Context: an optimization exercise on an open-source flow, tuned for small area, a short achievable clock period and few clock cycles. The choices shown serve that exercise and are no tape-out recipe. Only simulation tests tie the RTL to the original design; equivalence was not proved. Power and IR drop assume default switching activity.

## flow/design.v (module list and top-level ports; edited modules follow where they fit)
// module riscv_alu: 119 lines
// module riscv_csr_regfile: 408 lines
// module riscv_csr: 220 lines
// module riscv_decoder: 182 lines
// module riscv_decode: 96 lines
// module riscv_divider: 91 lines
// module riscv_exec: 281 lines
// module riscv_fetch: 150 lines
// module riscv_lsu: 336 lines
// module riscv_lsu_fifo: 49 lines
// module riscv_mmu: 394 lines
// module riscv_multiplier: 70 lines
// module riscv_mul_csa: 68 lines
// module riscv_pipe_ctrl: 293 lines
// module riscv_regfile: 214 lines
// module riscv_issue: 381 lines
// module riscv_core: 562 lines
module riscv_core
#(
     parameter SUPPORT_MULDIV   = 1
    ,parameter SUPPORT_SUPER    = 0
    ,parameter SUPPORT_MMU      = 0
    ,parameter SUPPORT_LOAD_BYPASS = 1
    ,parameter SUPPORT_MUL_BYPASS = 1
    ,parameter SUPPORT_REGFILE_XILINX = 0
    ,parameter EXTRA_DECODE_STAGE = 0
    ,parameter MEM_CACHE_ADDR_MIN = 32'h80000000
    ,parameter MEM_CACHE_ADDR_MAX = 32'h8fffffff
)
(
     input           clk_i
    ,input           rst_i
    ,input  [ 31:0]  mem_d_data_rd_i
    ,input           mem_d_accept_i
    ,input           mem_d_ack_i
    ,input           mem_d_error_i
    ,input  [ 10:0]  mem_d_resp_tag_i
    ,input           mem_i_accept_i
    ,input           mem_i_valid_i
    ,input           mem_i_error_i
    ,input  [ 31:0]  mem_i_inst_i
    ,input           intr_i
    ,input  [ 31:0]  reset_vector_i
    ,input  [ 31:0]  cpu_id_i
    ,output [ 31:0]  mem_d_addr_o
    ,output [ 31:0]  mem_d_data_wr_o
    ,output          mem_d_rd_o
    ,output [  3:0]  mem_d_wr_o
    ,output          mem_d_cacheable_o
    ,output [ 10:0]  mem_d_req_tag_o
    ,output          mem_d_invalidate_o
    ,output          mem_d_writeback_o
    ,output          mem_d_flush_o
    ,output          mem_i_rd_o
    ,output          mem_i_flush_o
    ,output          mem_i_invalidate_o
    ,output [ 31:0]  mem_i_pc_o
);
  // ...
==> flow/flow/run.sh <==
#!/bin/bash
set -euo pipefail
export BUFFER_PORTS_ARGS="-buffer_cell sky130_fd_sc_hd__buf_4"
bash standard.sh SETUP_SLACK_MARGIN=6 finish > standard.log 2>&1
==> flow/standard.sh <==
#!/bin/bash
# synth_recipe.tcl (not shown) runs the flow's synth.tcl, then flattens the netlist and writes it again
# the make line also repeats each setting of config.mk as NAME=value (left out here)
make -C /OpenROAD-flow-scripts/flow DESIGN_CONFIG=/design/flow/config.mk WORK_HOME=/design/flow/orfs CLKGATE_MAP_FILE= SYNTH_SCRIPT=/design/flow/synth_recipe.tcl "${@:-finish}"
==> flow/config.mk <==
export PLATFORM = sky130hd
export DESIGN_NAME = riscv_core
export DESIGN_NICKNAME = riscv_core
export VERILOG_FILES = /design/flow/design.v
export SDC_FILE = /design/flow/constraint.sdc
export NUM_CORES = 8
export LEC_CHECK = 0
export CAP_MARGIN = 30
export CORE_MARGIN = 2
export CORE_UTILIZATION = 50
export CTS_CLUSTER_DIAMETER = 80
export CTS_CLUSTER_SIZE = 24
export GPL_ROUTABILITY_DRIVEN = 1
export SETUP_SLACK_MARGIN = 5
export SLEW_MARGIN = 30
==> flow/constraint.sdc <==
create_clock -name core_clock -period 13.0 [get_ports {clk_i}]
set_input_delay 2.6000 -clock core_clock [delete_from_list [all_inputs] [get_ports {clk_i}]]
set_output_delay 2.6000 -clock core_clock [all_outputs]
set_load 0.01 [all_outputs]
==> out/results.tsv, run 1 <==
stage	metric	value	unit
status	status	complete, no violations	
synth	post-synthesis mux area share	4.78	%
power_and_ir_drop	combinational power share	11.1	%
cells_and_area	Layout clock area frac	2.94	%
power_and_ir_drop	Sw Share	27.5	%
synth	Synth Area in Adders	10.1	%
cells_and_area	Layout fillers	26600	
critical_path	reg2reg path depth	24	
floorplanning	Die Span Y	560	um
routing	TritonRoute pass-1 iters	14	
synth	Synth Area in XOR/XNOR	5.33	%
cts	post_cts resized	91	
place	port bufs	237	
sta	Slew Limit Fails	0	
global_route	busiest grt layer	met2	
synth	Syn Std Cell Area	0.155	sq mm
synth	Synth Area in Compound Gates	19.2	%
critical_path	crit-path cells	buf_12 > mux2i_4 > buf_4 > nand2_1 > buf_4 > nor2_4 > buf_4 > a22oi_1 > nand2_1 > nor4_1 > nand4_1 > o21ai_2 > a21oi_1 > a22oi_2 > nor2_1	
worst_hold_path	Hold Startpoint	u_div.nq_q[27]	
cts	htree depth	4	
cts	total clock buffers created by CTS	151	
cells_and_area	Seq cells	2416	
place	pre-CTS setup slack	4.62	ns
global_route	initial antenna violation count	120	
synth	Simple-Gate Fraction of Synth Area	11.4	%
critical_path	worst reg2reg startpoint	u_exec.alu_a_q[10]	
synth	distinct cell type count after synthesis	112	
global_route	total gr overflow	0	
cells_and_area	ANT cells	100	
synth	Yosys Warn Count	14	
synth	register area share after synthesis	44.4	%
routing	metal3 WL	136	mm
cts	root buffer cell	clkbuf_16	
power_and_ir_drop	Peak VDD IR	134	uV
worst_hold_path	WHS Endpoint	u_div.nq_q[28]	
cells_and_area	Reg area	0.0686	sq mm
cells_and_area	Regs by FF count	u_lsu.u_lsu_request.ram_q (72), u_fetch.skid_buffer_q (66), u_mul.sum_q (64)	
critical_path	Setup crit end kind	flip-flop	
critical_path	Worst EP required	13.63	ns
critical_path	CP bufs+invs	4	
place	Placer Congestion	1.09	
Testbench counts, summed over its fixed seeds: cycles 592,794.
==> module riscv_fetch, before the edit <==
module riscv_fetch
#(
     parameter SUPPORT_MMU      = 1
)
(
     input           clk_i
    ,input           rst_i
    ,input           fetch_accept_i
    ,input           icache_accept_i
    ,input           icache_valid_i
    ,input           icache_error_i
    ,input  [ 31:0]  icache_inst_i
    ,input           icache_page_fault_i
    ,input           fetch_invalidate_i
    ,input           branch_request_i        
    ,input  [ 31:0]  branch_pc_i
    ,input  [  1:0]  branch_priv_i
    ,input           branch_e1_i             
    ,input  [ 31:0]  branch_e1_pc_i
    ,output          fetch_valid_o
    ,output          fetch_valid_nb_o        
    ,output          skid_valid_o            
    ,output [ 31:0]  skid_instr_o
    ,output          skid_fault_o
    ,input           fetch_accept_nb_i       
    ,output [ 31:0]  fetch_instr_o
    ,output [ 31:0]  fetch_pc_o
    ,output          fetch_fault_fetch_o
    ,output          fetch_fault_page_o
    ,output          icache_rd_o
    ,output          icache_flush_o
    ,output          icache_invalidate_o
    ,output [ 31:0]  icache_pc_o
    ,output [  1:0]  icache_priv_o
    ,output          squash_decode_o
);
reg         active_q;
wire        icache_busy_w;
wire        stall_w       = !fetch_accept_i || icache_busy_w || !icache_accept_i;
reg         branch_q;
reg [31:0]  branch_pc_q;
reg [1:0]   branch_priv_q;
wire        branch_w      = branch_e1_i | branch_q;
wire [31:0] branch_pc_w   = branch_e1_i ? branch_e1_pc_i : branch_pc_q;
wire [1:0]  branch_priv_w = branch_priv_q;
always @ (posedge clk_i or posedge rst_i)
if (rst_i)
begin
    branch_q       <= 1'b0;
    branch_priv_q  <= 2'd3;
end
else if (branch_request_i)
begin
    branch_q       <= 1'b1;
    branch_priv_q  <= branch_priv_i;
end
else if (icache_rd_o && icache_accept_i)
    branch_q       <= 1'b0;
else if (branch_e1_i)
    branch_q       <= 1'b1;
always @ (posedge clk_i)
if (branch_request_i)
    branch_pc_q    <= branch_pc_i;
else if (!(icache_rd_o && icache_accept_i) && branch_e1_i)
    branch_pc_q    <= branch_e1_pc_i;
assign squash_decode_o    = branch_request_i;
always @ (posedge clk_i or posedge rst_i)
if (rst_i)
    active_q    <= 1'b0;
else if (branch_w && ~stall_w)
    active_q    <= 1'b1;
reg stall_q;
always @ (posedge clk_i or posedge rst_i)
if (rst_i)
    stall_q    <= 1'b0;
else
    stall_q    <= stall_w;
reg icache_fetch_q;
reg icache_invalidate_q;
always @ (posedge clk_i or posedge rst_i)
if (rst_i)
    icache_fetch_q <= 1'b0;
else if (icache_rd_o && icache_accept_i)
    icache_fetch_q <= 1'b1;
else if (icache_valid_i)
    icache_fetch_q <= 1'b0;
always @ (posedge clk_i or posedge rst_i)
if (rst_i)
    icache_invalidate_q <= 1'b0;
else if (icache_invalidate_o && !icache_accept_i)
    icache_invalidate_q <= 1'b1;
else
    icache_invalidate_q <= 1'b0;
reg [31:0]  pc_f_q;
reg [31:0]  pc_d_q;
wire [31:0] icache_pc_w;
wire [1:0]  icache_priv_w;
wire        fetch_resp_drop_w;
always @ (posedge clk_i)
if (branch_w && ~stall_w)
    pc_f_q  <= branch_pc_w;
else if (!stall_w)
    pc_f_q  <= {icache_pc_w[31:2],2'b0} + 32'd4;
reg [1:0] priv_f_q;
reg       branch_d_q;
always @ (posedge clk_i or posedge rst_i)
if (rst_i)
    priv_f_q  <= 2'd3;
else if (branch_w && ~stall_w)
    priv_f_q  <= branch_priv_w;
always @ (posedge clk_i or posedge rst_i)
if (rst_i)
    branch_d_q  <= 1'b0;
else if (branch_w && ~stall_w)
    branch_d_q  <= 1'b1;
else if (!stall_w)
    branch_d_q  <= 1'b0;
assign icache_pc_w       = pc_f_q;
assign icache_priv_w     = priv_f_q;
assign fetch_resp_drop_w = branch_w | branch_d_q;
always @ (posedge clk_i)
if (icache_rd_o && icache_accept_i)
    pc_d_q <= icache_pc_w;
assign icache_rd_o         = active_q & (branch_e1_i | fetch_accept_nb_i) & !icache_busy_w;
assign icache_pc_o         = {icache_pc_w[31:2],2'b0};
assign icache_priv_o       = icache_priv_w;
assign icache_flush_o      = fetch_invalidate_i | icache_invalidate_q;
assign icache_invalidate_o = 1'b0;
assign icache_busy_w       =  icache_fetch_q && !icache_valid_i;
reg [65:0]  skid_buffer_q;
reg         skid_valid_q;
always @ (posedge clk_i or posedge rst_i)
if (rst_i)
    skid_valid_q  <= 1'b0;
else if (fetch_valid_o && !fetch_accept_i)
    skid_valid_q  <= 1'b1;
else
    skid_valid_q  <= 1'b0;
always @ (posedge clk_i)
    skid_buffer_q <= {fetch_fault_page_o, fetch_fault_fetch_o, fetch_pc_o, fetch_instr_o};
assign fetch_valid_o       = (icache_valid_i || skid_valid_q) & !fetch_resp_drop_w;
assign fetch_valid_nb_o    = (icache_valid_i || skid_valid_q) & !(branch_q | branch_d_q);
assign skid_valid_o        = skid_valid_q;
assign skid_instr_o        = skid_buffer_q[31:0];
assign skid_fault_o        = skid_buffer_q[64] | skid_buffer_q[65];
assign fetch_pc_o          = skid_valid_q ? skid_buffer_q[63:32] : {pc_d_q[31:2],2'b0};
assign fetch_instr_o       = skid_valid_q ? skid_buffer_q[31:0]  : icache_inst_i;
assign fetch_fault_fetch_o = skid_valid_q ? skid_buffer_q[64] : icache_error_i;
assign fetch_fault_page_o  = skid_valid_q ? skid_buffer_q[65] : icache_page_fault_i;
endmodule
==> module riscv_issue, before the edit <==
module riscv_issue
#(
     parameter SUPPORT_MULDIV   = 1
    ,parameter SUPPORT_DUAL_ISSUE = 1
    ,parameter SUPPORT_LOAD_BYPASS = 1
    ,parameter SUPPORT_MUL_BYPASS = 1
    ,parameter SUPPORT_REGFILE_XILINX = 0
)
(
     input           clk_i
    ,input           rst_i
    ,input           fetch_valid_i
    ,input  [ 31:0]  fetch_instr_i
    ,input  [ 31:0]  fetch_pc_i
    ,input           fetch_fault_fetch_i
    ,input           fetch_fault_page_i
    ,input           fetch_instr_exec_i
    ,input           fetch_instr_lsu_i
    ,input           fetch_instr_branch_i
    ,input           fetch_instr_mul_i
    ,input           fetch_instr_div_i
    ,input           fetch_instr_csr_i
    ,input           fetch_instr_rd_valid_i
    ,input           fetch_instr_invalid_i
    ,input  [ 31:0]  fetch_instr_raw_i
    ,input           fetch_skid_valid_i      
    ,input  [ 31:0]  fetch_skid_instr_i
    ,input           fetch_skid_fault_i
    ,input  [ 31:0]  fetch_port_instr_i
    ,input           fetch_port_fault_i
    ,input           branch_e1_taken_i
    ,input  [ 31:0]  branch_e1_pc_i
    ,input           branch_csr_request_i
    ,input  [ 31:0]  branch_csr_pc_i
    ,input  [  1:0]  branch_csr_priv_i
    ,input  [ 31:0]  writeback_exec_value_i
    ,input           writeback_mem_valid_i
    ,input  [ 31:0]  writeback_mem_value_i
    ,input  [  5:0]  writeback_mem_exception_i
    ,input  [ 31:0]  writeback_mul_value_i
    ,input           writeback_div_valid_i
    ,input  [ 31:0]  writeback_div_value_i
    ,input  [ 31:0]  csr_result_e1_value_i
    ,input           csr_result_e1_write_i
    ,input  [ 31:0]  csr_result_e1_wdata_i
    ,input  [  5:0]  csr_result_e1_exception_i
    ,input           lsu_stall_i
    ,input           take_interrupt_i
    ,output          fetch_accept_o
    ,input           fetch_valid_nb_i        
    ,output          fetch_accept_nb_o       
    ,output          branch_request_o
    ,output [ 31:0]  branch_pc_o
    ,output [  1:0]  branch_priv_o
    ,output          exec_opcode_valid_o
    ,output          lsu_opcode_valid_o
    ,output          csr_opcode_valid_o
    ,output          mul_opcode_valid_o
    ,output          div_opcode_valid_o
    ,output [ 31:0]  opcode_opcode_o
    ,output          opcode_fault_o
    ,output [ 31:0]  opcode_pc_o
    ,output          opcode_invalid_o
    ,output [  4:0]  opcode_rd_idx_o
    ,output [  4:0]  opcode_ra_idx_o
    ,output [  4:0]  opcode_rb_idx_o
    ,output [ 31:0]  opcode_ra_operand_o
    ,output [ 31:0]  opcode_rb_operand_o
    ,output [ 31:0]  lsu_opcode_opcode_o
    ,output [ 31:0]  lsu_opcode_pc_o
    ,output          lsu_opcode_invalid_o
    ,output [  4:0]  lsu_opcode_rd_idx_o
    ,output [  4:0]  lsu_opcode_ra_idx_o
    ,output [  4:0]  lsu_opcode_rb_idx_o
    ,output [ 31:0]  lsu_opcode_ra_operand_o
    ,output [ 31:0]  lsu_opcode_rb_operand_o
    ,output [ 31:0]  mul_opcode_opcode_o
    ,output [ 31:0]  mul_opcode_pc_o
    ,output          mul_opcode_invalid_o
    ,output [  4:0]  mul_opcode_rd_idx_o
    ,output [  4:0]  mul_opcode_ra_idx_o
    ,output [  4:0]  mul_opcode_rb_idx_o
    ,output [ 31:0]  mul_opcode_ra_operand_o
    ,output [ 31:0]  mul_opcode_rb_operand_o
    ,output [ 31:0]  csr_opcode_opcode_o
    ,output [ 31:0]  csr_opcode_pc_o
    ,output          csr_opcode_invalid_o
    ,output [  4:0]  csr_opcode_rd_idx_o
    ,output [  4:0]  csr_opcode_ra_idx_o
    ,output [  4:0]  csr_opcode_rb_idx_o
    ,output [ 31:0]  csr_opcode_ra_operand_o
    ,output [ 31:0]  csr_opcode_rb_operand_o
    ,output          csr_writeback_write_o
    ,output [ 11:0]  csr_writeback_waddr_o
    ,output [ 31:0]  csr_writeback_wdata_o
    ,output [  5:0]  csr_writeback_exception_o
    ,output [ 31:0]  csr_writeback_exception_pc_o
    ,output [ 31:0]  csr_writeback_exception_addr_o
    ,output          exec_hold_o
    ,output          mul_hold_o
    ,output          interrupt_inhibit_o
);
wire enable_muldiv_w     = SUPPORT_MULDIV;
wire enable_mul_bypass_w = SUPPORT_MUL_BYPASS;
wire stall_w;
wire squash_w;
reg [1:0] priv_x_q;
always @ (posedge clk_i or posedge rst_i)
if (rst_i)
    priv_x_q <= 2'd3;
else if (branch_csr_request_i)
    priv_x_q <= branch_csr_priv_i;
wire opcode_valid_w = fetch_valid_i & ~squash_w & ~branch_csr_request_i;
assign branch_request_o     = branch_csr_request_i;
assign branch_pc_o          = branch_csr_pc_i;
assign branch_priv_o        = branch_csr_request_i ? branch_csr_priv_i : priv_x_q;
wire [4:0] issue_ra_idx_w   = fetch_instr_raw_i[19:15];
wire [4:0] issue_rb_idx_w   = fetch_instr_raw_i[24:20];
wire [4:0] issue_rd_idx_w   = fetch_instr_raw_i[11:7];
wire       issue_sb_alloc_w = fetch_instr_rd_valid_i;
wire       issue_exec_w     = fetch_instr_exec_i;
wire       issue_lsu_w      = fetch_instr_lsu_i;
wire       issue_branch_w   = fetch_instr_branch_i;
wire       issue_mul_w      = fetch_instr_mul_i;
wire       issue_div_w      = fetch_instr_div_i;
wire       issue_csr_w      = fetch_instr_csr_i;
wire       issue_invalid_w  = fetch_instr_invalid_i;
wire        pipe_squash_e1_e2_w;
reg         opcode_issue_r;
reg         opcode_accept_r;
wire        pipe_stall_raw_w;
wire        pipe_load_e1_w;
wire        pipe_store_e1_w;
wire        pipe_mul_e1_w;
wire        pipe_branch_e1_w;
wire [4:0]  pipe_rd_e1_w;
wire [31:0] pipe_pc_e1_w;
wire [31:0] pipe_opcode_e1_w;
wire [31:0] pipe_operand_ra_e1_w;
wire [31:0] pipe_operand_rb_e1_w;
wire        pipe_load_e2_w;
wire        pipe_mul_e2_w;
wire [4:0]  pipe_rd_e2_w;
wire [31:0] pipe_result_e2_w;
wire        pipe_valid_wb_w;
wire        pipe_csr_wb_w;
wire [4:0]  pipe_rd_wb_w;
wire [31:0] pipe_result_wb_w;
wire [31:0] pipe_pc_wb_w;
wire [31:0] pipe_opc_wb_w;
wire [31:0] pipe_ra_val_wb_w;
wire [31:0] pipe_rb_val_wb_w;
wire [6-1:0] pipe_exception_wb_w;
wire [6-1:0] issue_fault_w = fetch_fault_fetch_i ? 6'h11:
                                        fetch_fault_page_i  ? 6'h1c: 6'b0;
riscv_pipe_ctrl
#( 
     .SUPPORT_LOAD_BYPASS(SUPPORT_LOAD_BYPASS)
    ,.SUPPORT_MUL_BYPASS(SUPPORT_MUL_BYPASS)
)
u_pipe_ctrl
(
     .clk_i(clk_i)
    ,.rst_i(rst_i)    
    ,.issue_valid_i(opcode_issue_r)
    ,.issue_accept_i(opcode_accept_r)
    ,.issue_stall_i(stall_w)
    ,.issue_lsu_i(issue_lsu_w)
    ,.issue_csr_i(issue_csr_w)
    ,.issue_div_i(issue_div_w)
    ,.issue_mul_i(issue_mul_w)
    ,.issue_branch_i(issue_branch_w)
    ,.issue_rd_valid_i(issue_sb_alloc_w)
    ,.issue_rd_i(issue_rd_idx_w)
    ,.issue_exception_i(issue_fault_w)
    ,.issue_pc_i(opcode_pc_o)
    ,.issue_opcode_i(opcode_opcode_o)
    ,.issue_operand_ra_i(opcode_ra_operand_o)
    ,.issue_operand_rb_i(opcode_rb_operand_o)
    ,.branch_e1_taken_i(branch_e1_taken_i)
    ,.branch_e1_target_i(branch_e1_pc_i)
    ,.take_interrupt_i(take_interrupt_i)
    ,.alu_result_e1_i(writeback_exec_value_i)
    ,.csr_result_value_e1_i(csr_result_e1_value_i)
    ,.csr_result_write_e1_i(csr_result_e1_write_i)
    ,.csr_result_wdata_e1_i(csr_result_e1_wdata_i)
    ,.csr_result_exception_e1_i(csr_result_e1_exception_i)
    ,.load_e1_o(pipe_load_e1_w)
    ,.store_e1_o(pipe_store_e1_w)
    ,.mul_e1_o(pipe_mul_e1_w)
    ,.branch_e1_o(pipe_branch_e1_w)
    ,.rd_e1_o(pipe_rd_e1_w)
    ,.pc_e1_o(pipe_pc_e1_w)
    ,.opcode_e1_o(pipe_opcode_e1_w)
    ,.operand_ra_e1_o(pipe_operand_ra_e1_w)
    ,.operand_rb_e1_o(pipe_operand_rb_e1_w)
    ,.mem_complete_i(writeback_mem_valid_i)
    ,.mem_result_e2_i(writeback_mem_value_i)
    ,.mem_exception_e2_i(writeback_mem_exception_i)
    ,.mul_result_e2_i(writeback_mul_value_i)
    ,.load_e2_o(pipe_load_e2_w)
    ,.mul_e2_o(pipe_mul_e2_w)
    ,.rd_e2_o(pipe_rd_e2_w)
    ,.result_e2_o(pipe_result_e2_w)
    ,.stall_o(pipe_stall_raw_w)
    ,.squash_e1_e2_o(pipe_squash_e1_e2_w)
    ,.squash_e1_e2_i(1'b0)
    ,.squash_wb_i(1'b0)
    ,.div_complete_i(writeback_div_valid_i)
    ,.div_result_i(writeback_div_value_i)
    ,.valid_wb_o(pipe_valid_wb_w)
    ,.csr_wb_o(pipe_csr_wb_w)
    ,.rd_wb_o(pipe_rd_wb_w)
    ,.result_wb_o(pipe_result_wb_w)
    ,.pc_wb_o(pipe_pc_wb_w)
    ,.opcode_wb_o(pipe_opc_wb_w)
    ,.operand_ra_wb_o(pipe_ra_val_wb_w)
    ,.operand_rb_wb_o(pipe_rb_val_wb_w)
    ,.exception_wb_o(pipe_exception_wb_w)
    ,.csr_write_wb_o(csr_writeback_write_o)
    ,.csr_waddr_wb_o(csr_writeback_waddr_o)
    ,.csr_wdata_wb_o(csr_writeback_wdata_o)   
);
assign exec_hold_o = stall_w;
assign mul_hold_o  = stall_w;
assign csr_writeback_exception_o      = pipe_exception_wb_w;
assign csr_writeback_exception_pc_o   = pipe_pc_wb_w;
assign csr_writeback_exception_addr_o = pipe_result_wb_w;
reg div_pending_q;
reg csr_pending_q;
always @ (posedge clk_i or posedge rst_i)
if (rst_i)
    div_pending_q <= 1'b0;
else if (pipe_squash_e1_e2_w)
    div_pending_q <= 1'b0;
else if (div_opcode_valid_o && issue_div_w)
    div_pending_q <= 1'b1;
else if (writeback_div_valid_i)
    div_pending_q <= 1'b0;
always @ (posedge clk_i or posedge rst_i)
if (rst_i)
    csr_pending_q <= 1'b0;
else if (pipe_squash_e1_e2_w)
    csr_pending_q <= 1'b0;
else if (csr_opcode_valid_o && issue_csr_w)
    csr_pending_q <= 1'b1;
else if (pipe_csr_wb_w)
    csr_pending_q <= 1'b0;
assign squash_w = pipe_squash_e1_e2_w;
wire       issue_fault_any_w = fetch_fault_fetch_i | fetch_fault_page_i;
function hazard;
    input [31:0] raw;
    input        fault;
    input        sb_e1;         
    input        ls_e1;         
    input [4:0]  rd_e1;
    reg [6:0] opc;
    reg [2:0] f3;
    reg [6:0] f7;
    reg       elb;
    reg [4:0] ra, rb, rd;
begin
    opc = raw[6:0]; f3 = raw[14:12]; f7 = raw[31:25];
    elb = (opc == 7'b0110111) ||                                        
          (opc == 7'b0010111) ||                                        
          (opc == 7'b1101111) ||                                        
          ((opc == 7'b1100111) && (f3 == 3'b000)) ||                    
          ((opc == 7'b1100011) && (f3[2:1] != 2'b01)) ||                
          ((opc == 7'b0000011) && (f3[1:0] != 2'b11)) ||                
          ((opc == 7'b0100011) && !f3[2] && (f3[1:0] != 2'b11)) ||      
          ((opc == 7'b0010011) && ((f3[1:0] != 2'b01) ||
                                   (f7[6:1] == 6'b000000) ||
                                   ((f3 == 3'b101) && (f7[6:1] == 6'b010000)))) ||  
          ((opc == 7'b0110011) && ((f7 == 7'b0000000) ||
                                   ((f7 == 7'b0100000) && ((f3 == 3'b000) || (f3 == 3'b101)))));  
    ra = raw[19:15] & {5{~fault}};
    rb = raw[24:20] & {5{~fault}};
    rd = raw[11:7]  & {5{~fault}};
    hazard = (sb_e1 & ((ra == rd_e1) | (rb == rd_e1) | (rd == rd_e1))) |
             (ls_e1 & (fault | ~elb));
end
endfunction
wire hz_skid_w = hazard(fetch_skid_instr_i, fetch_skid_fault_i, pipe_load_e1_w | pipe_mul_e1_w,
                        pipe_load_e1_w | pipe_store_e1_w, pipe_rd_e1_w);
wire hz_port_w = hazard(fetch_port_instr_i, fetch_port_fault_i, pipe_load_e1_w | pipe_mul_e1_w,
                        pipe_load_e1_w | pipe_store_e1_w, pipe_rd_e1_w);
wire hz_any_w  = fetch_skid_valid_i ? hz_skid_w : hz_port_w;
wire hz_sb_w   = hz_any_w;
wire hz_cls_w  = 1'b0;
wire       issue_blocked_w = lsu_stall_i | stall_w | div_pending_q | csr_pending_q;
always @ *
begin
    opcode_issue_r  = opcode_valid_w & ~issue_blocked_w & ~hz_sb_w & ~hz_cls_w;
    opcode_accept_r = opcode_issue_r;
end
assign lsu_opcode_valid_o   = opcode_issue_r & ~take_interrupt_i;
assign exec_opcode_valid_o  = opcode_issue_r;
assign mul_opcode_valid_o   = enable_muldiv_w & opcode_issue_r;
assign div_opcode_valid_o   = enable_muldiv_w & opcode_issue_r;
assign interrupt_inhibit_o  = csr_pending_q || issue_csr_w;
assign fetch_accept_o       = opcode_valid_w ? (opcode_accept_r & ~take_interrupt_i) : 1'b1;
wire opcode_valid_nb_w      = fetch_valid_nb_i & ~squash_w & ~branch_csr_request_i;
assign fetch_accept_nb_o    = ~opcode_valid_nb_w | (~issue_blocked_w & ~hz_sb_w & ~hz_cls_w & ~take_interrupt_i);
assign stall_w              = pipe_stall_raw_w;
wire [31:0] issue_ra_value_w;
wire [31:0] issue_rb_value_w;
wire [31:0] issue_b_ra_value_w;
wire [31:0] issue_b_rb_value_w;
riscv_regfile
#(
     .SUPPORT_REGFILE_XILINX(SUPPORT_REGFILE_XILINX)
)
u_regfile
(
    .clk_i(clk_i),
    .rst_i(rst_i),
    .rd0_i(pipe_rd_wb_w),
    .rd0_value_i(pipe_result_wb_w),
    .ra0_i(issue_ra_idx_w),
    .rb0_i(issue_rb_idx_w),
    .ra0_value_o(issue_ra_value_w),
    .rb0_value_o(issue_rb_value_w)
);
assign opcode_opcode_o = fetch_instr_raw_i;
assign opcode_fault_o  = issue_fault_any_w;
assign opcode_pc_o     = fetch_pc_i;
assign opcode_rd_idx_o = issue_rd_idx_w;
assign opcode_ra_idx_o = issue_ra_idx_w;
assign opcode_rb_idx_o = issue_rb_idx_w;
assign opcode_invalid_o= 1'b0; 
reg [31:0] issue_ra_value_r;
reg [31:0] issue_rb_value_r;
always @ *
begin
    issue_ra_value_r = issue_ra_value_w;
    issue_rb_value_r = issue_rb_value_w;
    if (pipe_rd_wb_w == issue_ra_idx_w)
        issue_ra_value_r = pipe_result_wb_w;
    if (pipe_rd_wb_w == issue_rb_idx_w)
        issue_rb_value_r = pipe_result_wb_w;
    if (pipe_rd_e2_w == issue_ra_idx_w)
        issue_ra_value_r = pipe_result_e2_w;
    if (pipe_rd_e2_w == issue_rb_idx_w)
        issue_rb_value_r = pipe_result_e2_w;
    if (pipe_rd_e1_w == issue_ra_idx_w)
        issue_ra_value_r = writeback_exec_value_i;
    if (pipe_rd_e1_w == issue_rb_idx_w)
        issue_rb_value_r = writeback_exec_value_i;
    if (issue_ra_idx_w == 5'b0)
        issue_ra_value_r = 32'b0;
    if (issue_rb_idx_w == 5'b0)
        issue_rb_value_r = 32'b0;
end
assign opcode_ra_operand_o = issue_ra_value_r;
assign opcode_rb_operand_o = issue_rb_value_r;
assign lsu_opcode_opcode_o      = fetch_instr_i;
assign lsu_opcode_pc_o          = opcode_pc_o;
assign lsu_opcode_rd_idx_o      = opcode_rd_idx_o;
assign lsu_opcode_ra_idx_o      = opcode_ra_idx_o;
assign lsu_opcode_rb_idx_o      = opcode_rb_idx_o;
assign lsu_opcode_ra_operand_o  = opcode_ra_operand_o;
assign lsu_opcode_rb_operand_o  = opcode_rb_operand_o;
assign lsu_opcode_invalid_o     = 1'b0;
assign mul_opcode_opcode_o      = opcode_opcode_o;
assign mul_opcode_pc_o          = opcode_pc_o;
assign mul_opcode_rd_idx_o      = opcode_rd_idx_o;
assign mul_opcode_ra_idx_o      = opcode_ra_idx_o;
assign mul_opcode_rb_idx_o      = opcode_rb_idx_o;
assign mul_opcode_ra_operand_o  = opcode_ra_operand_o;
assign mul_opcode_rb_operand_o  = opcode_rb_operand_o;
assign mul_opcode_invalid_o     = 1'b0;
assign csr_opcode_valid_o       = opcode_issue_r & ~take_interrupt_i;
assign csr_opcode_opcode_o      = fetch_instr_i;
assign csr_opcode_pc_o          = opcode_pc_o;
assign csr_opcode_rd_idx_o      = opcode_rd_idx_o;
assign csr_opcode_ra_idx_o      = opcode_ra_idx_o;
assign csr_opcode_rb_idx_o      = opcode_rb_idx_o;
assign csr_opcode_ra_operand_o  = opcode_ra_operand_o;
assign csr_opcode_rb_operand_o  = opcode_rb_operand_o;
assign csr_opcode_invalid_o     = issue_invalid_w;    
endmodule
==> module riscv_core, before the edit <==
module riscv_core
#(
     parameter SUPPORT_MULDIV   = 1
    ,parameter SUPPORT_SUPER    = 0
    ,parameter SUPPORT_MMU      = 0
    ,parameter SUPPORT_LOAD_BYPASS = 1
    ,parameter SUPPORT_MUL_BYPASS = 1
    ,parameter SUPPORT_REGFILE_XILINX = 0
    ,parameter EXTRA_DECODE_STAGE = 0
    ,parameter MEM_CACHE_ADDR_MIN = 32'h80000000
    ,parameter MEM_CACHE_ADDR_MAX = 32'h8fffffff
)
(
     input           clk_i
    ,input           rst_i
    ,input  [ 31:0]  mem_d_data_rd_i
    ,input           mem_d_accept_i
    ,input           mem_d_ack_i
    ,input           mem_d_error_i
    ,input  [ 10:0]  mem_d_resp_tag_i
    ,input           mem_i_accept_i
    ,input           mem_i_valid_i
    ,input           mem_i_error_i
    ,input  [ 31:0]  mem_i_inst_i
    ,input           intr_i
    ,input  [ 31:0]  reset_vector_i
    ,input  [ 31:0]  cpu_id_i
    ,output [ 31:0]  mem_d_addr_o
    ,output [ 31:0]  mem_d_data_wr_o
    ,output          mem_d_rd_o
    ,output [  3:0]  mem_d_wr_o
    ,output          mem_d_cacheable_o
    ,output [ 10:0]  mem_d_req_tag_o
    ,output          mem_d_invalidate_o
    ,output          mem_d_writeback_o
    ,output          mem_d_flush_o
    ,output          mem_i_rd_o
    ,output          mem_i_flush_o
    ,output          mem_i_invalidate_o
    ,output [ 31:0]  mem_i_pc_o
);
wire           mmu_lsu_writeback_w;
wire  [  1:0]  fetch_in_priv_w;
wire  [  4:0]  mul_opcode_rd_idx_w;
wire           mmu_flush_w;
wire  [ 31:0]  lsu_opcode_pc_w;
wire           fetch_accept_w;
wire  [  4:0]  csr_opcode_rd_idx_w;
wire  [ 31:0]  branch_exec_source_w;
wire  [ 31:0]  csr_opcode_rb_operand_w;
wire  [ 31:0]  writeback_div_value_w;
wire           csr_opcode_valid_w;
wire           branch_csr_request_w;
wire  [ 31:0]  mmu_ifetch_inst_w;
wire  [ 31:0]  opcode_pc_w;
wire  [  4:0]  opcode_rb_idx_w;
wire           mmu_lsu_error_w;
wire           mul_opcode_valid_w;
wire           mmu_mxr_w;
wire  [  1:0]  branch_d_exec_priv_w;
wire           mmu_ifetch_valid_w;
wire           csr_opcode_invalid_w;
wire  [  5:0]  csr_writeback_exception_w;
wire           fetch_instr_mul_w;
wire           branch_exec_is_ret_w;
wire  [ 31:0]  csr_writeback_exception_addr_w;
wire  [  3:0]  mmu_lsu_wr_w;
wire           fetch_in_fault_w;
wire           branch_request_w;
wire  [ 31:0]  csr_opcode_pc_w;
wire           writeback_mem_valid_w;
wire  [  5:0]  csr_result_e1_exception_w;
wire  [ 31:0]  branch_csr_pc_w;
wire  [ 31:0]  mmu_lsu_data_wr_w;
wire           fetch_fault_page_w;
wire  [ 10:0]  mmu_lsu_resp_tag_w;
wire  [ 10:0]  mmu_lsu_req_tag_w;
wire  [ 31:0]  opcode_ra_operand_w;
wire           squash_decode_w;
wire           fetch_dec_fault_page_w;
wire  [ 31:0]  mul_opcode_opcode_w;
wire           exec_hold_w;
wire           fetch_instr_invalid_w;
wire  [ 31:0]  branch_pc_w;
wire  [  4:0]  mul_opcode_ra_idx_w;
wire  [  4:0]  csr_opcode_rb_idx_w;
wire           lsu_stall_w;
wire           branch_exec_is_not_taken_w;
wire  [ 31:0]  branch_exec_pc_w;
wire  [ 31:0]  opcode_opcode_w;
wire  [ 31:0]  mul_opcode_pc_w;
wire           branch_d_exec_request_w;
wire  [ 31:0]  mul_opcode_ra_operand_w;
wire           branch_exec_is_taken_w;
wire           fetch_dec_fault_fetch_w;
wire           fetch_dec_valid_w;
wire           fetch_fault_fetch_w;
wire           lsu_opcode_invalid_w;
wire  [ 31:0]  mmu_lsu_addr_w;
wire           mul_hold_w;
wire           mmu_ifetch_accept_w;
wire           mmu_lsu_ack_w;
wire  [ 31:0]  fetch_pc_w;
wire           mmu_ifetch_invalidate_w;
wire  [ 31:0]  mul_opcode_rb_operand_w;
wire  [  1:0]  branch_csr_priv_w;
wire           branch_exec_request_w;
wire  [ 31:0]  lsu_opcode_ra_operand_w;
wire           div_opcode_valid_w;
wire  [  1:0]  branch_priv_w;
wire           mmu_lsu_rd_w;
wire  [ 31:0]  fetch_dec_pc_w;
wire           interrupt_inhibit_w;
wire           mmu_ifetch_error_w;
wire  [  5:0]  writeback_mem_exception_w;
wire           fetch_instr_lsu_w;
wire  [  1:0]  mmu_priv_d_w;
wire  [  4:0]  opcode_ra_idx_w;
wire  [ 31:0]  csr_opcode_ra_operand_w;
wire  [ 31:0]  writeback_mem_value_w;
wire           writeback_div_valid_w;
wire  [  4:0]  mul_opcode_rb_idx_w;
wire           opcode_invalid_w;
wire           fetch_instr_branch_w;
wire  [ 31:0]  mmu_ifetch_pc_w;
wire           mmu_ifetch_rd_w;
wire           mmu_ifetch_flush_w;
wire  [  4:0]  lsu_opcode_rd_idx_w;
wire  [ 31:0]  lsu_opcode_opcode_w;
wire           mmu_load_fault_w;
wire  [ 31:0]  mmu_satp_w;
wire  [ 31:0]  csr_result_e1_wdata_w;
wire  [ 31:0]  opcode_rb_operand_w;
wire           mmu_lsu_invalidate_w;
wire           fetch_dec_accept_w;
wire  [  4:0]  csr_opcode_ra_idx_w;
wire           ifence_w;
wire           fetch_instr_exec_w;
wire  [  4:0]  opcode_rd_idx_w;
wire  [ 31:0]  csr_writeback_wdata_w;
wire           csr_writeback_write_w;
wire           take_interrupt_w;
wire  [ 31:0]  csr_result_e1_value_w;
wire  [ 31:0]  branch_d_exec_pc_w;
wire           fetch_valid_w;
wire  [ 11:0]  csr_writeback_waddr_w;
wire           branch_exec_is_jmp_w;
wire           mmu_lsu_cacheable_w;
wire           fetch_instr_csr_w;
wire           lsu_opcode_valid_w;
wire  [ 31:0]  fetch_dec_instr_w;
wire           csr_result_e1_write_w;
wire  [ 31:0]  csr_opcode_opcode_w;
wire           fetch_instr_div_w;
wire  [ 31:0]  fetch_instr_w;
wire           mul_opcode_invalid_w;
wire           fetch_instr_rd_valid_w;
wire  [ 31:0]  mmu_lsu_data_rd_w;
wire           exec_opcode_valid_w;
wire  [ 31:0]  writeback_mul_value_w;
wire           mmu_lsu_flush_w;
wire  [  4:0]  lsu_opcode_rb_idx_w;
wire           mmu_lsu_accept_w;
wire  [ 31:0]  lsu_opcode_rb_operand_w;
wire           mmu_sum_w;
wire  [ 31:0]  writeback_exec_value_w;
wire  [  4:0]  lsu_opcode_ra_idx_w;
wire  [ 31:0]  csr_writeback_exception_pc_w;
wire           mmu_store_fault_w;
wire           branch_exec_is_call_w;
wire           branch_e1_fire_w;
wire           branch_e1_taken_w;
wire  [ 31:0]  branch_e1_pc_w;
wire  [ 31:0]  exec_operand_a_e1_w;
wire  [ 31:0]  fetch_instr_raw_w;
wire           opcode_fault_w;
wire           fetch_valid_nb_w;
wire           fetch_skid_valid_w;
wire  [ 31:0]  fetch_skid_instr_w;
wire           fetch_skid_fault_w;
wire           fetch_accept_nb_w;
wire  [ 31:0]  exec_operand_b_e1_w;
riscv_exec
u_exec
(
     .clk_i(clk_i)
    ,.rst_i(rst_i)
    ,.opcode_valid_i(exec_opcode_valid_w)
    ,.opcode_opcode_i(opcode_opcode_w)
    ,.opcode_pc_i(opcode_pc_w)
    ,.opcode_invalid_i(opcode_invalid_w)
    ,.opcode_rd_idx_i(opcode_rd_idx_w)
    ,.opcode_ra_idx_i(opcode_ra_idx_w)
    ,.opcode_rb_idx_i(opcode_rb_idx_w)
    ,.opcode_ra_operand_i(opcode_ra_operand_w)
    ,.opcode_rb_operand_i(opcode_rb_operand_w)
    ,.hold_i(exec_hold_w)
    ,.opcode_fault_i(opcode_fault_w)
    ,.branch_e1_fire_o(branch_e1_fire_w)
    ,.branch_e1_taken_o(branch_e1_taken_w)
    ,.branch_e1_pc_o(branch_e1_pc_w)
    ,.operand_a_e1_o(exec_operand_a_e1_w)
    ,.operand_b_e1_o(exec_operand_b_e1_w)
    ,.writeback_value_o(writeback_exec_value_w)
);
riscv_decode
#(
     .EXTRA_DECODE_STAGE(EXTRA_DECODE_STAGE)
    ,.SUPPORT_MULDIV(SUPPORT_MULDIV)
)
u_decode
(
     .clk_i(clk_i)
    ,.rst_i(rst_i)
    ,.fetch_in_valid_i(fetch_dec_valid_w)
    ,.fetch_in_instr_i(fetch_dec_instr_w)
    ,.fetch_in_pc_i(fetch_dec_pc_w)
    ,.fetch_in_fault_fetch_i(fetch_dec_fault_fetch_w)
    ,.fetch_in_fault_page_i(fetch_dec_fault_page_w)
    ,.fetch_out_accept_i(fetch_accept_w)
    ,.squash_decode_i(squash_decode_w)
    ,.fetch_in_accept_o(fetch_dec_accept_w)
    ,.fetch_out_valid_o(fetch_valid_w)
    ,.fetch_out_instr_o(fetch_instr_w)
    ,.fetch_out_pc_o(fetch_pc_w)
    ,.fetch_out_fault_fetch_o(fetch_fault_fetch_w)
    ,.fetch_out_fault_page_o(fetch_fault_page_w)
    ,.fetch_out_instr_exec_o(fetch_instr_exec_w)
    ,.fetch_out_instr_lsu_o(fetch_instr_lsu_w)
    ,.fetch_out_instr_branch_o(fetch_instr_branch_w)
    ,.fetch_out_instr_mul_o(fetch_instr_mul_w)
    ,.fetch_out_instr_div_o(fetch_instr_div_w)
    ,.fetch_out_instr_csr_o(fetch_instr_csr_w)
    ,.fetch_out_instr_rd_valid_o(fetch_instr_rd_valid_w)
    ,.fetch_out_instr_invalid_o(fetch_instr_invalid_w)
    ,.fetch_out_instr_raw_o(fetch_instr_raw_w)
);
riscv_mmu
#(
     .MEM_CACHE_ADDR_MAX(MEM_CACHE_ADDR_MAX)
    ,.SUPPORT_MMU(SUPPORT_MMU)
    ,.MEM_CACHE_ADDR_MIN(MEM_CACHE_ADDR_MIN)
)
u_mmu
(
     .clk_i(clk_i)
    ,.rst_i(rst_i)
    ,.priv_d_i(mmu_priv_d_w)
    ,.sum_i(mmu_sum_w)
    ,.mxr_i(mmu_mxr_w)
    ,.flush_i(mmu_flush_w)
    ,.satp_i(mmu_satp_w)
    ,.fetch_in_rd_i(mmu_ifetch_rd_w)
    ,.fetch_in_flush_i(mmu_ifetch_flush_w)
    ,.fetch_in_invalidate_i(mmu_ifetch_invalidate_w)
    ,.fetch_in_pc_i(mmu_ifetch_pc_w)
    ,.fetch_in_priv_i(fetch_in_priv_w)
    ,.fetch_out_accept_i(mem_i_accept_i)
    ,.fetch_out_valid_i(mem_i_valid_i)
    ,.fetch_out_error_i(mem_i_error_i)
    ,.fetch_out_inst_i(mem_i_inst_i)
    ,.lsu_in_addr_i(mmu_lsu_addr_w)
    ,.lsu_in_data_wr_i(mmu_lsu_data_wr_w)
    ,.lsu_in_rd_i(mmu_lsu_rd_w)
    ,.lsu_in_wr_i(mmu_lsu_wr_w)
    ,.lsu_in_cacheable_i(mmu_lsu_cacheable_w)
    ,.lsu_in_req_tag_i(mmu_lsu_req_tag_w)
    ,.lsu_in_invalidate_i(mmu_lsu_invalidate_w)
    ,.lsu_in_writeback_i(mmu_lsu_writeback_w)
    ,.lsu_in_flush_i(mmu_lsu_flush_w)
    ,.lsu_out_data_rd_i(mem_d_data_rd_i)
    ,.lsu_out_accept_i(mem_d_accept_i)
    ,.lsu_out_ack_i(mem_d_ack_i)
    ,.lsu_out_error_i(mem_d_error_i)
    ,.lsu_out_resp_tag_i(mem_d_resp_tag_i)
    ,.fetch_in_accept_o(mmu_ifetch_accept_w)
    ,.fetch_in_valid_o(mmu_ifetch_valid_w)
    ,.fetch_in_error_o(mmu_ifetch_error_w)
    ,.fetch_in_inst_o(mmu_ifetch_inst_w)
    ,.fetch_out_rd_o(mem_i_rd_o)
    ,.fetch_out_flush_o(mem_i_flush_o)
    ,.fetch_out_invalidate_o(mem_i_invalidate_o)
    ,.fetch_out_pc_o(mem_i_pc_o)
    ,.fetch_in_fault_o(fetch_in_fault_w)
    ,.lsu_in_data_rd_o(mmu_lsu_data_rd_w)
    ,.lsu_in_accept_o(mmu_lsu_accept_w)
    ,.lsu_in_ack_o(mmu_lsu_ack_w)
    ,.lsu_in_error_o(mmu_lsu_error_w)
    ,.lsu_in_resp_tag_o(mmu_lsu_resp_tag_w)
    ,.lsu_out_addr_o(mem_d_addr_o)
    ,.lsu_out_data_wr_o(mem_d_data_wr_o)
    ,.lsu_out_rd_o(mem_d_rd_o)
    ,.lsu_out_wr_o(mem_d_wr_o)
    ,.lsu_out_cacheable_o(mem_d_cacheable_o)
    ,.lsu_out_req_tag_o(mem_d_req_tag_o)
    ,.lsu_out_invalidate_o(mem_d_invalidate_o)
    ,.lsu_out_writeback_o(mem_d_writeback_o)
    ,.lsu_out_flush_o(mem_d_flush_o)
    ,.lsu_in_load_fault_o(mmu_load_fault_w)
    ,.lsu_in_store_fault_o(mmu_store_fault_w)
);
riscv_lsu
#(
     .MEM_CACHE_ADDR_MAX(MEM_CACHE_ADDR_MAX)
    ,.MEM_CACHE_ADDR_MIN(MEM_CACHE_ADDR_MIN)
)
u_lsu
(
     .clk_i(clk_i)
    ,.rst_i(rst_i)
    ,.opcode_valid_i(lsu_opcode_valid_w)
    ,.opcode_opcode_i(lsu_opcode_opcode_w)
    ,.opcode_pc_i(lsu_opcode_pc_w)
    ,.opcode_invalid_i(lsu_opcode_invalid_w)
    ,.opcode_rd_idx_i(lsu_opcode_rd_idx_w)
    ,.opcode_ra_idx_i(lsu_opcode_ra_idx_w)
    ,.opcode_rb_idx_i(lsu_opcode_rb_idx_w)
    ,.opcode_ra_operand_i(lsu_opcode_ra_operand_w)
    ,.opcode_rb_operand_i(lsu_opcode_rb_operand_w)
    ,.mem_data_rd_i(mmu_lsu_data_rd_w)
    ,.mem_accept_i(mmu_lsu_accept_w)
    ,.mem_ack_i(mmu_lsu_ack_w)
    ,.mem_error_i(mmu_lsu_error_w)
    ,.mem_resp_tag_i(mmu_lsu_resp_tag_w)
    ,.mem_load_fault_i(mmu_load_fault_w)
    ,.mem_store_fault_i(mmu_store_fault_w)
    ,.mem_addr_o(mmu_lsu_addr_w)
    ,.mem_data_wr_o(mmu_lsu_data_wr_w)
    ,.mem_rd_o(mmu_lsu_rd_w)
    ,.mem_wr_o(mmu_lsu_wr_w)
    ,.mem_cacheable_o(mmu_lsu_cacheable_w)
    ,.mem_req_tag_o(mmu_lsu_req_tag_w)
    ,.mem_invalidate_o(mmu_lsu_invalidate_w)
    ,.mem_writeback_o(mmu_lsu_writeback_w)
    ,.mem_flush_o(mmu_lsu_flush_w)
    ,.writeback_valid_o(writeback_mem_valid_w)
    ,.writeback_value_o(writeback_mem_value_w)
    ,.writeback_exception_o(writeback_mem_exception_w)
    ,.stall_o(lsu_stall_w)
);
riscv_csr
#(
     .SUPPORT_SUPER(SUPPORT_SUPER)
    ,.SUPPORT_MULDIV(SUPPORT_MULDIV)
)
u_csr
(
     .clk_i(clk_i)
    ,.rst_i(rst_i)
    ,.intr_i(intr_i)
    ,.opcode_valid_i(csr_opcode_valid_w)
    ,.opcode_opcode_i(csr_opcode_opcode_w)
    ,.opcode_pc_i(csr_opcode_pc_w)
    ,.opcode_invalid_i(csr_opcode_invalid_w)
    ,.opcode_rd_idx_i(csr_opcode_rd_idx_w)
    ,.opcode_ra_idx_i(csr_opcode_ra_idx_w)
    ,.opcode_rb_idx_i(csr_opcode_rb_idx_w)
    ,.opcode_ra_operand_i(csr_opcode_ra_operand_w)
    ,.opcode_rb_operand_i(csr_opcode_rb_operand_w)
    ,.csr_writeback_write_i(csr_writeback_write_w)
    ,.csr_writeback_waddr_i(csr_writeback_waddr_w)
    ,.csr_writeback_wdata_i(csr_writeback_wdata_w)
    ,.csr_writeback_exception_i(csr_writeback_exception_w)
    ,.csr_writeback_exception_pc_i(csr_writeback_exception_pc_w)
    ,.csr_writeback_exception_addr_i(csr_writeback_exception_addr_w)
    ,.cpu_id_i(cpu_id_i)
    ,.reset_vector_i(reset_vector_i)
    ,.interrupt_inhibit_i(interrupt_inhibit_w)
    ,.csr_result_e1_value_o(csr_result_e1_value_w)
    ,.csr_result_e1_write_o(csr_result_e1_write_w)
    ,.csr_result_e1_wdata_o(csr_result_e1_wdata_w)
    ,.csr_result_e1_exception_o(csr_result_e1_exception_w)
    ,.branch_csr_request_o(branch_csr_request_w)
    ,.branch_csr_pc_o(branch_csr_pc_w)
    ,.branch_csr_priv_o(branch_csr_priv_w)
    ,.take_interrupt_o(take_interrupt_w)
    ,.ifence_o(ifence_w)
    ,.mmu_priv_d_o(mmu_priv_d_w)
    ,.mmu_sum_o(mmu_sum_w)
    ,.mmu_mxr_o(mmu_mxr_w)
    ,.mmu_flush_o(mmu_flush_w)
    ,.mmu_satp_o(mmu_satp_w)
);
riscv_multiplier
u_mul
(
     .clk_i(clk_i)
    ,.rst_i(rst_i)
    ,.opcode_valid_i(mul_opcode_valid_w)
    ,.opcode_opcode_i(mul_opcode_opcode_w)
    ,.opcode_pc_i(mul_opcode_pc_w)
    ,.opcode_invalid_i(mul_opcode_invalid_w)
    ,.opcode_rd_idx_i(mul_opcode_rd_idx_w)
    ,.opcode_ra_idx_i(mul_opcode_ra_idx_w)
    ,.opcode_rb_idx_i(mul_opcode_rb_idx_w)
    ,.opcode_ra_operand_i(mul_opcode_ra_operand_w)
    ,.opcode_rb_operand_i(mul_opcode_rb_operand_w)
    ,.hold_i(mul_hold_w)
    ,.operand_a_e1_i(exec_operand_a_e1_w)
    ,.operand_b_e1_i(exec_operand_b_e1_w)
    ,.writeback_value_o(writeback_mul_value_w)
);
riscv_divider
u_div
(
     .clk_i(clk_i)
    ,.rst_i(rst_i)
    ,.opcode_valid_i(div_opcode_valid_w)
    ,.opcode_opcode_i(csr_opcode_opcode_w)
    ,.opcode_pc_i(opcode_pc_w)
    ,.opcode_invalid_i(opcode_invalid_w)
    ,.opcode_rd_idx_i(opcode_rd_idx_w)
    ,.opcode_ra_idx_i(opcode_ra_idx_w)
    ,.opcode_rb_idx_i(opcode_rb_idx_w)
    ,.opcode_ra_operand_i(opcode_ra_operand_w)
    ,.opcode_rb_operand_i(opcode_rb_operand_w)
    ,.operand_a_e1_i(exec_operand_a_e1_w)
    ,.operand_b_e1_i(exec_operand_b_e1_w)
    ,.writeback_valid_o(writeback_div_valid_w)
    ,.writeback_value_o(writeback_div_value_w)
);
riscv_issue
#(
     .SUPPORT_REGFILE_XILINX(SUPPORT_REGFILE_XILINX)
    ,.SUPPORT_LOAD_BYPASS(SUPPORT_LOAD_BYPASS)
    ,.SUPPORT_MULDIV(SUPPORT_MULDIV)
    ,.SUPPORT_MUL_BYPASS(SUPPORT_MUL_BYPASS)
    ,.SUPPORT_DUAL_ISSUE(1)
)
u_issue
(
     .clk_i(clk_i)
    ,.rst_i(rst_i)
    ,.fetch_valid_i(fetch_valid_w)
    ,.fetch_instr_i(fetch_instr_w)
    ,.fetch_pc_i(fetch_pc_w)
    ,.fetch_fault_fetch_i(fetch_fault_fetch_w)
    ,.fetch_fault_page_i(fetch_fault_page_w)
    ,.fetch_instr_exec_i(fetch_instr_exec_w)
    ,.fetch_instr_lsu_i(fetch_instr_lsu_w)
    ,.fetch_instr_branch_i(fetch_instr_branch_w)
    ,.fetch_instr_mul_i(fetch_instr_mul_w)
    ,.fetch_instr_div_i(fetch_instr_div_w)
    ,.fetch_instr_csr_i(fetch_instr_csr_w)
    ,.fetch_instr_rd_valid_i(fetch_instr_rd_valid_w)
    ,.fetch_instr_invalid_i(fetch_instr_invalid_w)
    ,.fetch_instr_raw_i(fetch_instr_raw_w)
    ,.fetch_skid_valid_i(fetch_skid_valid_w)
    ,.fetch_skid_instr_i(fetch_skid_instr_w)
    ,.fetch_skid_fault_i(fetch_skid_fault_w)
    ,.fetch_port_instr_i(mem_i_inst_i)
    ,.fetch_port_fault_i(mem_i_error_i)
    ,.branch_e1_taken_i(branch_e1_taken_w)
    ,.branch_e1_pc_i(branch_e1_pc_w)
    ,.branch_csr_request_i(branch_csr_request_w)
    ,.branch_csr_pc_i(branch_csr_pc_w)
    ,.branch_csr_priv_i(branch_csr_priv_w)
    ,.writeback_exec_value_i(writeback_exec_value_w)
    ,.writeback_mem_valid_i(writeback_mem_valid_w)
    ,.writeback_mem_value_i(writeback_mem_value_w)
    ,.writeback_mem_exception_i(writeback_mem_exception_w)
    ,.writeback_mul_value_i(writeback_mul_value_w)
    ,.writeback_div_valid_i(writeback_div_valid_w)
    ,.writeback_div_value_i(writeback_div_value_w)
    ,.csr_result_e1_value_i(csr_result_e1_value_w)
    ,.csr_result_e1_write_i(csr_result_e1_write_w)
    ,.csr_result_e1_wdata_i(csr_result_e1_wdata_w)
    ,.csr_result_e1_exception_i(csr_result_e1_exception_w)
    ,.lsu_stall_i(lsu_stall_w)
    ,.take_interrupt_i(take_interrupt_w)
    ,.fetch_accept_o(fetch_accept_w)
    ,.fetch_valid_nb_i(fetch_valid_nb_w)
    ,.fetch_accept_nb_o(fetch_accept_nb_w)
    ,.branch_request_o(branch_request_w)
    ,.branch_pc_o(branch_pc_w)
    ,.branch_priv_o(branch_priv_w)
    ,.exec_opcode_valid_o(exec_opcode_valid_w)
    ,.lsu_opcode_valid_o(lsu_opcode_valid_w)
    ,.csr_opcode_valid_o(csr_opcode_valid_w)
    ,.mul_opcode_valid_o(mul_opcode_valid_w)
    ,.div_opcode_valid_o(div_opcode_valid_w)
    ,.opcode_opcode_o(opcode_opcode_w)
    ,.opcode_fault_o(opcode_fault_w)
    ,.opcode_pc_o(opcode_pc_w)
    ,.opcode_invalid_o(opcode_invalid_w)
    ,.opcode_rd_idx_o(opcode_rd_idx_w)
    ,.opcode_ra_idx_o(opcode_ra_idx_w)
    ,.opcode_rb_idx_o(opcode_rb_idx_w)
    ,.opcode_ra_operand_o(opcode_ra_operand_w)
    ,.opcode_rb_operand_o(opcode_rb_operand_w)
    ,.lsu_opcode_opcode_o(lsu_opcode_opcode_w)
    ,.lsu_opcode_pc_o(lsu_opcode_pc_w)
    ,.lsu_opcode_invalid_o(lsu_opcode_invalid_w)
    ,.lsu_opcode_rd_idx_o(lsu_opcode_rd_idx_w)
    ,.lsu_opcode_ra_idx_o(lsu_opcode_ra_idx_w)
    ,.lsu_opcode_rb_idx_o(lsu_opcode_rb_idx_w)
    ,.lsu_opcode_ra_operand_o(lsu_opcode_ra_operand_w)
    ,.lsu_opcode_rb_operand_o(lsu_opcode_rb_operand_w)
    ,.mul_opcode_opcode_o(mul_opcode_opcode_w)
    ,.mul_opcode_pc_o(mul_opcode_pc_w)
    ,.mul_opcode_invalid_o(mul_opcode_invalid_w)
    ,.mul_opcode_rd_idx_o(mul_opcode_rd_idx_w)
    ,.mul_opcode_ra_idx_o(mul_opcode_ra_idx_w)
    ,.mul_opcode_rb_idx_o(mul_opcode_rb_idx_w)
    ,.mul_opcode_ra_operand_o(mul_opcode_ra_operand_w)
    ,.mul_opcode_rb_operand_o(mul_opcode_rb_operand_w)
    ,.csr_opcode_opcode_o(csr_opcode_opcode_w)
    ,.csr_opcode_pc_o(csr_opcode_pc_w)
    ,.csr_opcode_invalid_o(csr_opcode_invalid_w)
    ,.csr_opcode_rd_idx_o(csr_opcode_rd_idx_w)
    ,.csr_opcode_ra_idx_o(csr_opcode_ra_idx_w)
    ,.csr_opcode_rb_idx_o(csr_opcode_rb_idx_w)
    ,.csr_opcode_ra_operand_o(csr_opcode_ra_operand_w)
    ,.csr_opcode_rb_operand_o(csr_opcode_rb_operand_w)
    ,.csr_writeback_write_o(csr_writeback_write_w)
    ,.csr_writeback_waddr_o(csr_writeback_waddr_w)
    ,.csr_writeback_wdata_o(csr_writeback_wdata_w)
    ,.csr_writeback_exception_o(csr_writeback_exception_w)
    ,.csr_writeback_exception_pc_o(csr_writeback_exception_pc_w)
    ,.csr_writeback_exception_addr_o(csr_writeback_exception_addr_w)
    ,.exec_hold_o(exec_hold_w)
    ,.mul_hold_o(mul_hold_w)
    ,.interrupt_inhibit_o(interrupt_inhibit_w)
);
riscv_fetch
#(
     .SUPPORT_MMU(SUPPORT_MMU)
)
u_fetch
(
     .clk_i(clk_i)
    ,.rst_i(rst_i)
    ,.fetch_accept_i(fetch_dec_accept_w)
    ,.icache_accept_i(mmu_ifetch_accept_w)
    ,.icache_valid_i(mmu_ifetch_valid_w)
    ,.icache_error_i(mmu_ifetch_error_w)
    ,.icache_inst_i(mmu_ifetch_inst_w)
    ,.icache_page_fault_i(fetch_in_fault_w)
    ,.fetch_invalidate_i(ifence_w)
    ,.branch_request_i(branch_request_w)
    ,.branch_pc_i(branch_pc_w)
    ,.branch_priv_i(branch_priv_w)
    ,.branch_e1_i(branch_e1_fire_w)
    ,.branch_e1_pc_i(branch_e1_pc_w)
    ,.fetch_valid_o(fetch_dec_valid_w)
    ,.fetch_valid_nb_o(fetch_valid_nb_w)
    ,.skid_valid_o(fetch_skid_valid_w)
    ,.skid_instr_o(fetch_skid_instr_w)
    ,.skid_fault_o(fetch_skid_fault_w)
    ,.fetch_accept_nb_i(fetch_accept_nb_w)
    ,.fetch_instr_o(fetch_dec_instr_w)
    ,.fetch_pc_o(fetch_dec_pc_w)
    ,.fetch_fault_fetch_o(fetch_dec_fault_fetch_w)
    ,.fetch_fault_page_o(fetch_dec_fault_page_w)
    ,.icache_rd_o(mmu_ifetch_rd_w)
    ,.icache_flush_o(mmu_ifetch_flush_w)
    ,.icache_invalidate_o(mmu_ifetch_invalidate_w)
    ,.icache_pc_o(mmu_ifetch_pc_w)
    ,.icache_priv_o(fetch_in_priv_w)
    ,.squash_decode_o(squash_decode_w)
);
endmodule
==> inputs of run 2 (changes only) <==
--- a/flow/design.v
+++ b/flow/design.v
@@ -1417,6 +1417,7 @@
     ,output          fetch_valid_o
     ,output          fetch_valid_nb_o        
     ,output          skid_valid_o            
+    ,output          drop_nb_o               
     ,output [ 31:0]  skid_instr_o
     ,output          skid_fault_o
     ,input           fetch_accept_nb_i       
@@ -1538,6 +1539,7 @@
 assign fetch_valid_o       = (icache_valid_i || skid_valid_q) & !fetch_resp_drop_w;
 assign fetch_valid_nb_o    = (icache_valid_i || skid_valid_q) & !(branch_q | branch_d_q);
 assign skid_valid_o        = skid_valid_q;
+assign drop_nb_o           = branch_q | branch_d_q;
 assign skid_instr_o        = skid_buffer_q[31:0];
 assign skid_fault_o        = skid_buffer_q[64] | skid_buffer_q[65];
 assign fetch_pc_o          = skid_valid_q ? skid_buffer_q[63:32] : {pc_d_q[31:2],2'b0};
@@ -2995,6 +2997,8 @@
     ,input           fetch_instr_invalid_i
     ,input  [ 31:0]  fetch_instr_raw_i
     ,input           fetch_skid_valid_i      
+    ,input           fetch_drop_nb_i
+    ,input           fetch_port_valid_i
     ,input  [ 31:0]  fetch_skid_instr_i
     ,input           fetch_skid_fault_i
     ,input  [ 31:0]  fetch_port_instr_i
@@ -3270,8 +3274,11 @@
 assign div_opcode_valid_o   = enable_muldiv_w & opcode_issue_r;
 assign interrupt_inhibit_o  = csr_pending_q || issue_csr_w;
 assign fetch_accept_o       = opcode_valid_w ? (opcode_accept_r & ~take_interrupt_i) : 1'b1;
-wire opcode_valid_nb_w      = fetch_valid_nb_i & ~squash_w & ~branch_csr_request_i;
-assign fetch_accept_nb_o    = ~opcode_valid_nb_w | (~issue_blocked_w & ~hz_sb_w & ~hz_cls_w & ~take_interrupt_i);
+wire accept_k_w             = ~fetch_drop_nb_i & ~squash_w & ~branch_csr_request_i;
+wire accept_q_w             = ~issue_blocked_w & ~take_interrupt_i;
+wire accept_skid_w          = ~accept_k_w | (accept_q_w & ~hz_skid_w);
+wire accept_port_w          = ~(fetch_port_valid_i & accept_k_w) | (accept_q_w & ~hz_port_w);
+assign fetch_accept_nb_o    = fetch_skid_valid_i ? accept_skid_w : accept_port_w;
 assign stall_w              = pipe_stall_raw_w;
 wire [31:0] issue_ra_value_w;
 wire [31:0] issue_rb_value_w;
@@ -3528,6 +3535,7 @@
 wire           opcode_fault_w;
 wire           fetch_valid_nb_w;
 wire           fetch_skid_valid_w;
+wire           fetch_drop_nb_w;
 wire  [ 31:0]  fetch_skid_instr_w;
 wire           fetch_skid_fault_w;
 wire           fetch_accept_nb_w;
@@ -3798,6 +3806,8 @@
     ,.fetch_instr_invalid_i(fetch_instr_invalid_w)
     ,.fetch_instr_raw_i(fetch_instr_raw_w)
     ,.fetch_skid_valid_i(fetch_skid_valid_w)
+    ,.fetch_drop_nb_i(fetch_drop_nb_w)
+    ,.fetch_port_valid_i(mem_i_valid_i)
     ,.fetch_skid_instr_i(fetch_skid_instr_w)
     ,.fetch_skid_fault_i(fetch_skid_fault_w)
     ,.fetch_port_instr_i(mem_i_inst_i)
@@ -3897,6 +3907,7 @@
     ,.fetch_valid_o(fetch_dec_valid_w)
     ,.fetch_valid_nb_o(fetch_valid_nb_w)
     ,.skid_valid_o(fetch_skid_valid_w)
+    ,.drop_nb_o(fetch_drop_nb_w)
     ,.skid_instr_o(fetch_skid_instr_w)
     ,.skid_fault_o(fetch_skid_fault_w)
     ,.fetch_accept_nb_i(fetch_accept_nb_w)
--- a/flow/config.mk
+++ b/flow/config.mk
@@ -11,5 +11,6 @@
 export CTS_CLUSTER_DIAMETER = 80
 export CTS_CLUSTER_SIZE = 24
 export GPL_ROUTABILITY_DRIVEN = 1
+export PLACE_DENSITY = 0.75
 export SETUP_SLACK_MARGIN = 5
 export SLEW_MARGIN = 30
==> run 2 against run 1 <==
Against the previous run: fmax shrank 1.2%; combinational power grew 140%; sequential share of layout area grew 0.71 points; global-route usage shrank 5.7 points; sequential power grew 8.2%; cell area shrank 1.7%; flip-flop and latch count is the same; synthesized area shrank 1.0%; core utilization shrank 0.42 points; still clean.
==> out/results.tsv, run 2 <==
stage	metric	value	unit	change
cells_and_area	Layout fillers	26400		-0.79%
critical_path	Setup crit end kind	flip-flop		
sta	Slew Limit Fails	0		unchanged
worst_hold_path	worst hold path class	reg2reg		
sta	relative slew slack	10.7	%	
critical_path	crit-path max cell delay	1.12	ns	
floorplanning	initial core utilization	50.1	%	
floorplanning	die area	0.311	sq mm	
floorplanning	core area	0.305	sq mm	
cells_and_area	Biggest register	u_lsu.u_lsu_request.ram_q		
critical_path	CP Depth	12		
cts	Clock Tree Buf Depth	4		
synth	FF+latch count, synth	2416		
global_route	grt met3 use	22.3	%	
sta	crit share post-route	57.6	%	
place	DP Wirelength	484	mm	
cts	total clock buffers created by CTS	143		-5.3%
place	Placer Congestion	1.07		-2.4%
sta	Final Setup Violations	0		
synth	area leader, netlist	edfxtp_1		
synth	EDFF count, synth	1826		
cells_and_area	most frequent cells in the layout	1826 x edfxtp_1, 954 x nor2_1, 936 x nand2_1		
synth	register area share after synthesis	44.8	%	+0.46 points
cells_and_area	layout cells sized above 1	12.3	%	
synth	distinct cell type count after synthesis	121		+8.0%
floorplanning	cell row count	203		
routing	Vias/cell	7.49		
floorplanning	Die W	557	um	
cts	clk sinks	2416		
global_route	met1 Use GR	55.3	%	
status	status	complete, no violations		
global_route	total gr overflow	0		unchanged
synth	Yosys Warn Count	14		unchanged
cells_and_area	max FFs per register	72		
cts	# hold bufs at CTS	0		
synth	Avg Synthesized Cell Area	10.5	sq um	
routing	DR WL/cell	38.5	um	
place	port bufs	237		unchanged
sta	setup_tns	0	ns	
critical_path	Worst EP required	13.48	ns	-0.15 ns
global_route	busiest grt layer	met2		
synth	Post-synth top flop	edfxtp_1		
sta	RSZ-0062 raised after global routing	yes		
cts	root buffer cell	clkbuf_16		
synth	Syn Std Cell Area	0.153	sq mm	-1.0%
routing	TritonRoute pass-1 iters	17		+3
run	Max Cap Viol	0		
routing	routed vias	139000		
global_route	initial antenna violation count	84		-30%
sta	post-layout minimum cycle time	7.48	ns	
critical_path	CP bufs+invs	4		unchanged
cells_and_area	Reg area	0.0686	sq mm	about the same
cells_and_area	multi-input logic area	0.0791	sq mm	
power_and_ir_drop	PwrDens	110	mW/mm^2	
sta	fmax	134	MHz	
place	pre-CTS setup slack	4.82	ns	+0.197 ns
synth	most common cell in the netlist	edfxtp_1		
cts	htree depth	4		unchanged
power_and_ir_drop	Peak VDD IR	152	uV	+13%
global_route	first-pass GRT wire length	972	mm	
routing	Routed WL	715	mm	
sta	Worst-Margin Slew	1.33	ns	
critical_path	Critical Path AT	7.96	ns	
cts	clock latency (worst-skew pair)	0.91	ns	
critical_path	reg2reg path depth	12		-50%
cells_and_area	Layout Nets	15500		
floorplanning	Die Span Y	557	um	-0.51%
critical_path	crit-path cells	buf_4 > mux2i_2 > buf_4 > inv_2 > nand3_4 > nor2_4 > buf_4 > a22oi_1 > nand4_1 > or4_1 > a221oi_2 > o31ai_1		
routing	ANT nets after route	0		
synth	async set-reset flop share out of synthesis	16.4	%	
cells_and_area	Regs by FF count	u_lsu.u_lsu_request.ram_q (72), u_fetch.skid_buffer_q (66), u_mul.sum_q (64)		
run 2: per-layer routing:
metal	up-vias	wire [um]	part of all wire (%)
li1	54000	-	-
met2	13800	275000	38
met1	67400	243000	34
met5	-	2040	0.28
met4	101	66900	9.4
met3	3962	128000	18
run 2: logic make-up after synthesis:
logic type                 count (synthesis)  synth area share [%]
muxes                                    600                  4.70
xor gates and xnor gates                 960                  5.49
buffers and inverters                   1876                  4.86
AOI/OAI and AO/OA                       4250                  19.2
other                                      1               0.00245
and+or+nand+nor                         3445                  10.7
adders and majority gates                962                  10.2
DFF                                     2416                  44.8
run 2: stage by stage:
| stage | utilization (%) | cells | hold WS, ns | power, mW | area (sq um) |
|---|---|---|---|---|---|
| global placement | 52.5 | 18300 | 0.388 | 13.1 | 160000 |
| finish | 54.6 | 18600 | 0.410 | 18.3 | 167000 |
| detailed placement | 52.6 | 18300 | 0.390 | 13.1 | 161000 |
| floorplan | - | 14500 | 0.386 | 11.6 | 153000 |
| CTS | 54.3 | 18500 | 0.398 | 18.0 | 166000 |
| global route | 54.5 | 18500 | 0.403 | 18.7 | 166000 |
run 2: power breakdown:
group          switching, mW  total, mW  leakage, nW  internal, mW
sequential             0.360       9.09         24.9          8.73
combinational           2.77       4.23         35.3          1.47
clock                   2.81       4.99         2.13          2.18
run 2: cell type report:
type                            count  share of cell area, %
Antenna cell                       66                 0.0991
Clock buffer                      176                   2.27
Clock inverter                     48                  0.340
Inverter                          747                   1.69
Multi-Input combinational cell  10200                   47.5
Sequential cell                  2416                   41.2
Tap cell                         4100                   3.08
Timing Repair Buffer              804                   3.84
run 2: worst paths after layout:
check,from,endpoint,slack [ns]
worst max-delay path,mem_i_inst_i[22],u_exec.cmp_b_q[13],5.52
worst min-delay path,u_issue.u_pipe_ctrl.pc_e1_q[0],u_issue.u_pipe_ctrl.pc_e2_q[0],0.41
worst max register to register,u_fetch.skid_valid_q,u_exec.cmp_b_q[13],5.83
worst min register to register,u_issue.u_pipe_ctrl.pc_e1_q[0],u_issue.u_pipe_ctrl.pc_e2_q[0],0.41
max in group asynchronous,rst_i,u_issue.u_regfile.REGFILE.written_q[3],8.79
min in group asynchronous,rst_i,u_csr.branch_target_q[20],1.87
run 2: what timing repair did:
item,in CTS,in global routing
hold endpoints to repair,0,0
setup endpoints to repair,38,62
pin swaps,36,19
cloned,2,0
buffers inserted,23,18
gates resized for setup,100,66
Testbench counts of run 2, summed over its fixed seeds: cycles 592,794.

Setup slack of run 2, layout unchanged: 5.516 ns with ideal ports, 5.488 ns with driving cells assumed (clock clkbuf_16, inputs buf_2), 4.490 ns with port delays also shifted by the 0.997 ns mid clock arrival.
